Context: an optimization exercise on an open-source flow, tuned for small area and a short achievable clock period. The choices shown serve that exercise and are no tape-out recipe. In this exercise RTL edits were held to simulation tests only and were not proved equivalent to the original. Power and IR drop assume default switching activity.

Setup of wip/amber:
// top
module top (
  input  logic        clk,
  input  logic        rst_n,
  input  logic [15:0] setpoint,
  input  logic [15:0] feedback,
  input  logic [15:0] Kp,
  input  logic [15:0] Ki,
  input  logic [15:0] Kd,
  input  logic [15:0] clk_prescaler,
  output logic [15:0] control_signal
);
For scale: ~1900 cells after synthesis, ~97 flip-flops, ~110 I/O pins.
clock: 12.5 ns
lec_check: 0
abc_area: 1
cap_margin: 20
core_margin: 2
core_utilization: 40
setup_slack_margin: 5
slew_margin: 20
synth_hierarchical: 1
synth_minimum_keep_size: 0
standard.sh (not shown) runs the stock make flow with config.mk's settings and CLKGATE_MAP_FILE= SYNTH_SCRIPT=/design/flow/synth_recipe.tcl, a recipe that flattens the netlist after the stock synthesis.
==> flow/flow/run.sh <==
#!/bin/bash
# The standard layout, with the port buffers made of plain buf_2 cells
# instead of the delay buffers buffer_ports picks on its own.
set -euo pipefail
export BUFFER_PORTS_ARGS="-buffer_cell sky130_fd_sc_hd__buf_2"
bash standard.sh finish > standard.log 2>&1
The final layout from wip/amber, which completed every stage, passed the timing, DRC and antenna checks at the end of the flow.
The inputs of wip/umber differ from those of wip/amber as listed below.
==> flow/flow/run.sh <==
#!/bin/bash
# The standard layout, with the port buffers made of plain buf_1 cells
# instead of the delay buffers buffer_ports picks on its own, and a larger
# setup margin for timing repair.
set -euo pipefail
export BUFFER_PORTS_ARGS="-buffer_cell sky130_fd_sc_hd__buf_1"
bash standard.sh SETUP_SLACK_MARGIN=7.2 finish > standard.log 2>&1
## What came out
When wip/umber is measured against wip/amber, its setup slack turns out 920 ps higher. Wire: wip/umber routes more than wip/amber. Capture point of the worst path: u_dut.C1[15]$_DFF_PN0_ -> wip/amber, u_dut.C1[13]$_DFF_PN0_ -> wip/umber. Number of detailed-route iterations in the first pass was higher in the run labelled wip/amber. Changes observed in wip/umber relative to wip/amber: starting utilization of the core area held steady, final area moved up. The proportion of power drawn by the clock network reported for wip/umber is smaller than that of wip/amber by 1.2 points.
Here is what was changed in the inputs of wip/delta compared with wip/umber.
Settings: changing CORE_UTILIZATION from 40 to 55.
diff --git a/flow/flow/run.sh b/flow/flow/run.sh
--- a/flow/flow/run.sh
+++ b/flow/flow/run.sh
@@ -6,2 +6,2 @@
 export BUFFER_PORTS_ARGS="-buffer_cell sky130_fd_sc_hd__buf_1"
-bash standard.sh SETUP_SLACK_MARGIN=7.2 finish > standard.log 2>&1
+bash standard.sh SETUP_SLACK_MARGIN=6.5 finish > standard.log 2>&1
Results
Register-to-register path setup slack ended up 200 ps lower on wip/delta than on wip/umber.
On setup slack, wip/umber and wip/delta are basically level.
Relative to wip/umber, longest individual stage delay on the worst path has increased by 80 ps in wip/delta.
Combinational power share was lower in wip/delta than in wip/umber.
Summary: with wip/umber as the reference, routed wire length in wip/delta moved down by a few percent.
Relative to wip/umber, the routed metal-1 wire length measured on wip/delta has decreased by a few percent.
Clock network fraction of design power, wip/umber and wip/delta: larger value in wip/delta
wip/umber -> wip/delta: count of flip-flops and latches delta 0, exact match
Relative to wip/umber, the post-placement worst setup slack of wip/delta is higher by 35 ps.
wip/delta -> wip/umber: critical path depth delta 0, exact match
wip/delta completed end to end with timing, DRC and antenna clean.
wip/umber completed; timing, DRC and antenna clean

---

== AL ==
Another version of the RTL of top (not shown whole).
Size in the first run: about 1400 cells after synthesis, roughly 120 flip-flops, ~110 I/O pins, roughly 16000 sq um of cells after synthesis.
Settings: LEC_CHECK=0, CAP_MARGIN=20, CORE_MARGIN=2, CORE_UTILIZATION=40, CTS_BUF_LIST=sky130_fd_sc_hd__clkbuf_4 sky130_fd_sc_hd__clkbuf_8, CTS_CLUSTER_SIZE=40, SETUP_SLACK_MARGIN=5, SLEW_MARGIN=20, SYNTH_HIERARCHICAL=1, SYNTH_MINIMUM_KEEP_SIZE=0; clock period 12.5 ns.
==> flow/flow/run.sh <==
#!/bin/bash
# The standard layout, with the port buffers made of plain buf_1 cells
# instead of the delay buffers buffer_ports picks on its own, and a larger
# setup margin for timing repair.
set -euo pipefail
export BUFFER_PORTS_ARGS="-buffer_cell sky130_fd_sc_hd__buf_1"
bash standard.sh SETUP_SLACK_MARGIN=6.5 SKIP_GATE_CLONING=1 finish > standard.log 2>&1
Changes in PW relative to AL:
-- flow/flow/run.sh --
<<< AL, line 7
bash standard.sh SETUP_SLACK_MARGIN=6.5 SKIP_GATE_CLONING=1 finish > standard.log 2>&1
>>> PW, line 7
bash standard.sh SETUP_SLACK_MARGIN=6.5 SETUP_MOVE_SEQUENCE=unbuffer,sizeup,swap,buffer finish > standard.log 2>&1
==> comparison <==
The final layout from AL, which completed every stage, passed the timing, DRC and antenna checks at the end of the flow. Per the final summary, PW finished and its layout is clean on timing, DRC and antenna. Final cell count: PW vs AL — no meaningful difference. AL → PW: hold slack has remained practically unchanged; total number of tap cells has remained practically unchanged. Re die footprint: no difference whatsoever between AL and PW. Diode insertion count for antenna repair (lower): PW. As far as area used by sequential logic in the layout is concerned, AL and PW perform about the same. Changes observed in PW relative to AL: count of nets after finishing about even, slew of the pin with the lowest slew margin fell 0.020 ns. Of the two candidates, AL has the worse sum of routed wire length over all layers and PW the better one. PW ended up with u_dut.smp as its worst setup path startpoint; AL ended up with feedback[0]. In the tables for PW and AL, largest fanout of any net on the critical path reads lower with AL.

---

run Z:
top again, from the RTL that the note above started with.
export LEC_CHECK = 0
export CAP_MARGIN = 20
export CORE_MARGIN = 2
export CORE_UTILIZATION = 40
export CTS_BUF_LIST = sky130_fd_sc_hd__clkbuf_2 sky130_fd_sc_hd__clkbuf_4 sky130_fd_sc_hd__clkbuf_8
export CTS_CLUSTER_DIAMETER = 100
export CTS_CLUSTER_SIZE = 60
export SETUP_SLACK_MARGIN = 5
export SLEW_MARGIN = 20
export SYNTH_HIERARCHICAL = 1
export SYNTH_MINIMUM_KEEP_SIZE = 0
create_clock -name core_clock -period 12.5 [get_ports {clk}]
==> flow/flow/run.sh <==
#!/bin/bash
# The standard layout, with the port buffers made of plain buf_1 cells
# instead of the delay buffers buffer_ports picks on its own, and a larger
# setup margin for timing repair.
set -euo pipefail
export BUFFER_PORTS_ARGS="-buffer_cell sky130_fd_sc_hd__buf_1"
bash standard.sh SETUP_SLACK_MARGIN=6.5 finish > standard.log 2>&1
[inputs] run F vs run Z
Settings: CTS_CLUSTER_DIAMETER removed (was 100); CTS_BUF_LIST removed (was sky130_fd_sc_hd__clkbuf_2 sky130_fd_sc_hd__clkbuf_4 sky130_fd_sc_hd__clkbuf_8); CTS_CLUSTER_SIZE removed (was 60).
[summary]
- The internal power number comes out higher for run F vs run Z.
- Run Z vs run F, startpoint of the most critical setup path: feedback[0] vs feedback[5]
- Run F finished end to end and its layout was clean on timing, DRC and antenna.
- Run F against run Z: total of cells resized after clock tree synthesis moved up, layout-stage area growth over the synthesis result moved up, combinational group share of total power moved down.
- Insertion delay of the later-clocked pin in the worst-skew pair was higher in run Z than in run F.

re-timing with driven ports:
Ports are ideal in the flow. The routed layouts listed here were re-timed in OpenROAD.
Step 1 assumes that a clkbuf_16 drives the clock port and a buf_2 every other input.
Step 2 also shifts input and output timing later by t, the mid clock arrival at the registers, as if the neighbouring blocks saw the same clock.
a / b / c = ideal / step 1 / step 2; a / b = the first two.
| run | t (ns) | setup slack, ns | worst data-port slew with drivers (ns) | cell pins on the clock port's net |
|---|---|---|---|---|
| wip/amber | 0.410 | 5.181 / 5.214 / 4.804 | 0.05 | 1 |
| wip/umber | 0.423 | 6.101 / 6.116 / 5.693 | 0.05 | 1 |
| wip/delta | 0.410 | 6.099 / 6.083 / 5.673 | 0.06 | 1 |
| AL | 0.493 | 6.564 / 6.590 / 6.097 | 0.04 | 1 |
| PW | 0.494 | 6.527 / 6.527 / 6.076 | 0.04 | 1 |
| run Z | 0.493 | 6.564 / 6.590 / 6.097 | 0.04 | 1 |
| run F | 0.470 | 6.554 / 6.568 / 6.114 | 0.04 | 1 |
After both steps setup and hold are still met in every run listed.
